This design comes from an exercise in tuning for small area, a short achievable clock period and few clock cycles per item on the open sky130 flow, not from production work. Where RTL was checked, it was by simulation tests only, not by an equivalence proof against the original.

==> module cnn_top, before the edit <==
module cnn_top (
    clk,
    rst_n,
    start,
    done,
    data_bram_wen, data_bram_addr, data_bram_din,
    weight_bram_wen, weight_bram_addr, weight_bram_din,
    feature_bram_wen, feature_bram_addr, feature_bram_din,
    dense_w_bram_wen, dense_w_bram_addr, dense_w_bram_din,
    final_class_out
);
    input             clk;
    input             rst_n;
    input             start;
    output reg        done;
    input             data_bram_wen;
    input      [3:0]  data_bram_addr;
    input      [7:0]  data_bram_din;
    input             weight_bram_wen;
    input      [3:0]  weight_bram_addr;
    input      [7:0]  weight_bram_din;
    input             feature_bram_wen;
    input      [4:0]  feature_bram_addr;
    input      [23:0] feature_bram_din;
    input             dense_w_bram_wen;
    input      [4:0]  dense_w_bram_addr;
    input      [7:0]  dense_w_bram_din;
    output reg [1:0]  final_class_out;
    reg [3:0] cnt;                  
    wire busy = (cnt != 4'd0);
    always @(posedge clk or negedge rst_n) begin
        if (!rst_n) begin
            cnt  <= 4'd0;
            done <= 1'b0;
        end else begin
            if (!busy)
                cnt <= start ? 4'd1 : 4'd0;
            else
                cnt <= (cnt == 4'd10) ? 4'd0 : cnt + 4'd1;
            done <= (cnt == 4'd9);
        end
    end
    wire rot_x = busy && (cnt <= 4'd8);
    function [11:0] benc8;
        input [7:0] v;
        reg [8:0] b;
        integer j;
        begin
            b = {v, 1'b0};
            for (j = 0; j < 4; j = j + 1) begin
                benc8[3*j]   = b[2*j+1] ^ b[2*j];
                benc8[3*j+1] = (b[2*j+2] & ~b[2*j+1] & ~b[2*j]) |
                               (~b[2*j+2] & b[2*j+1] & b[2*j]);
                benc8[3*j+2] = b[2*j+2];
            end
        end
    endfunction
    reg [7:0] x [0:7];
    reg [11:0] k [0:2];             
    reg [7:0] w0 [0:5];
    reg [7:0] w1 [0:5];
    reg [7:0] w2 [0:5];
    integer i;
    always @(posedge clk) begin
        for (i = 0; i < 8; i = i + 1)
            if (data_bram_wen && data_bram_addr == i)
                x[i] <= data_bram_din;
            else if (rot_x)
                x[i] <= x[(i + 1) % 8];
        for (i = 0; i < 3; i = i + 1)
            if (weight_bram_wen && weight_bram_addr == i)
                k[i] <= benc8(weight_bram_din);
        for (i = 0; i < 6; i = i + 1) begin
            if (dense_w_bram_wen && dense_w_bram_addr == i)
                w0[i] <= dense_w_bram_din;
            if (dense_w_bram_wen && dense_w_bram_addr == i + 6)
                w1[i] <= dense_w_bram_din;
            if (dense_w_bram_wen && dense_w_bram_addr == i + 12)
                w2[i] <= dense_w_bram_din;
        end
    end
    localparam C1_W = 61;           
    wire [C1_W-1:0] c1;
    reg  [C1_W-1:0] c1_q;
    wire [15:0] feat_d;
    reg  [15:0] feat;
    conv_s1 u_c1 (.x0(x[0]), .x1(x[1]), .x2(x[2]),
                  .k0(k[0]), .k1(k[1]), .k2(k[2]), .r(c1));
    conv_s2 u_c2 (.r(c1_q), .feat(feat_d));
    always @(posedge clk) begin
        c1_q <= c1;
        feat <= feat_d;
    end
    reg [5:0] wsel;                 
    always @(posedge clk)
        for (i = 0; i < 6; i = i + 1)
            wsel[i] <= (cnt == i);
    reg [7:0] a0, a1, a2;
    always @(posedge clk) begin : colsel
        reg [7:0] m0, m1, m2;
        m0 = 8'd0; m1 = 8'd0; m2 = 8'd0;
        for (i = 0; i < 6; i = i + 1) begin
            m0 = m0 | ({8{wsel[i]}} & w0[i]);
            m1 = m1 | ({8{wsel[i]}} & w1[i]);
            m2 = m2 | ({8{wsel[i]}} & w2[i]);
        end
        a0 <= m0; a1 <= m1; a2 <= m2;
    end
    wire [8:0] da = {a1[7], a1} - {a0[7], a0};
    wire [8:0] db = {a0[7], a0} - {a2[7], a2};
    function [14:0] benc;           
        input [8:0] v;
        reg [10:0] b;
        integer j;
        begin
            b = {v[8], v, 1'b0};
            for (j = 0; j < 5; j = j + 1) begin
                benc[3*j]   = b[2*j+1] ^ b[2*j];
                benc[3*j+1] = (b[2*j+2] & ~b[2*j+1] & ~b[2*j]) |
                              (~b[2*j+2] & b[2*j+1] & b[2*j]);
                benc[3*j+2] = b[2*j+2];
            end
        end
    endfunction
    reg [14:0] ea, eb;
    always @(posedge clk) begin
        ea <= benc(da);
        eb <= benc(db);
    end
    reg  [27:0] s1, c1a, s2, c2a;
    wire [27:0] ns1, nc1, ns2, nc2;
    reg first;                      
    always @(posedge clk)
        first <= (cnt == 4'd2);
    dense_mac #(.INIT(-1)) u_d1 (.f(feat), .de(ea), .first(first), .as(s1), .ac(c1a), .ns(ns1), .nc(nc1));
    dense_mac u_d2 (.f(feat), .de(eb), .first(first), .as(s2), .ac(c2a), .ns(ns2), .nc(nc2));
    always @(posedge clk) begin
        s1 <= ns1; c1a <= nc1;
        s2 <= ns2; c2a <= nc2;
    end
    wire [1:0] cls;
    final_cmp u_f (.s1(s1), .c1(c1a), .s2(s2), .c2(c2a), .cls(cls));
    always @(posedge clk)           
        final_class_out <= cls;
endmodule
clock: 7.0 ns
lec_check: 0
cap_margin: 20
core_margin: 2
core_utilization: 60
place_density: 0.75
setup_slack_margin: 4.0
slew_margin: 20
run.sh (not shown) runs the stock make flow with config.mk's settings and CLKGATE_MAP_FILE= SYNTH_SCRIPT=/design/flow/synth_recipe.tcl, a recipe that flattens the netlist after the stock synthesis.
Testbench counts at the start, summed over its fixed seeds: cycles 5,760, inferences 320.
Next try:
--- a/flow/design.v
+++ b/flow/design.v
@@ -392,6 +392,26 @@
   wire [16:0] sum = ra + rb;
   assign feat = sum[16] ? 16'd0 : sum[15:0];
 endmodule
+module conv_pipe (
+    input clk,
+    input [7:0] x0,
+    input [7:0] x1,
+    input [7:0] x2,
+    input [11:0] k0,
+    input [11:0] k1,
+    input [11:0] k2,
+    output reg [15:0] feat
+);
+  wire [60:0] r;
+  reg [60:0] r_q;
+  wire [15:0] feat_d;
+  conv_s1 u_s1 (.x0(x0), .x1(x1), .x2(x2), .k0(k0), .k1(k1), .k2(k2), .r(r));
+  conv_s2 u_s2 (.r(r_q), .feat(feat_d));
+  always @(posedge clk) begin
+    r_q <= r;
+    feat <= feat_d;
+  end
+endmodule
 module final_cmp (
     input [27:0] s1,
     input [27:0] c1,
@@ -949,18 +969,9 @@
                 w2[i] <= dense_w_bram_din;
         end
     end
-    localparam C1_W = 61;           
-    wire [C1_W-1:0] c1;
-    reg  [C1_W-1:0] c1_q;
-    wire [15:0] feat_d;
-    reg  [15:0] feat;
-    conv_s1 u_c1 (.x0(x[0]), .x1(x[1]), .x2(x[2]),
-                  .k0(k[0]), .k1(k[1]), .k2(k[2]), .r(c1));
-    conv_s2 u_c2 (.r(c1_q), .feat(feat_d));
-    always @(posedge clk) begin
-        c1_q <= c1;
-        feat <= feat_d;
-    end
+    wire [15:0] feat;
+    conv_pipe u_conv (.clk(clk), .x0(x[0]), .x1(x[1]), .x2(x[2]),
+                      .k0(k[0]), .k1(k[1]), .k2(k[2]), .feat(feat));
     reg [5:0] wsel;                 
     always @(posedge clk)
         for (i = 0; i < 6; i = i + 1)
Routed wire length goes down by 0.39%.
Area after synthesis increases by 0.41%.
Die area came out higher by 0.41%.
Sequential cell count does not change.
Non-clock buffer count drops by 15.
Only the layout flow was run in the second run of this note; the RTL was not checked for function there.

## separate check: timing with driven ports
Ports are ideal in the flow. The routed layouts listed here were re-timed in OpenROAD. Step 1 sets driving cells, clkbuf_16 on the clock port and buf_2 on the other inputs (assumed; they add their load-dependent delay and slew). Step 2, shift: input delay + t, output delay - t, t = (earliest + latest rising clock arrival at the registers) / 2. This alone moves slack from input paths to output paths. a / b / c = ideal / step 1 / step 2; a / b = the first two.
run	t, ns	setup slack, ns	clock arrival spread, ns
the first run	0.673	3.738 / 3.738 / 3.498	0.041 / 0.041
the second run	0.666	3.778 / 3.778 / 3.466	0.055 / 0.055
After both steps setup and hold are still met in every run listed. For the second run, which loses most, drivers alone change the setup slack by 0.000 ns; drivers and shift together by -0.312 ns.
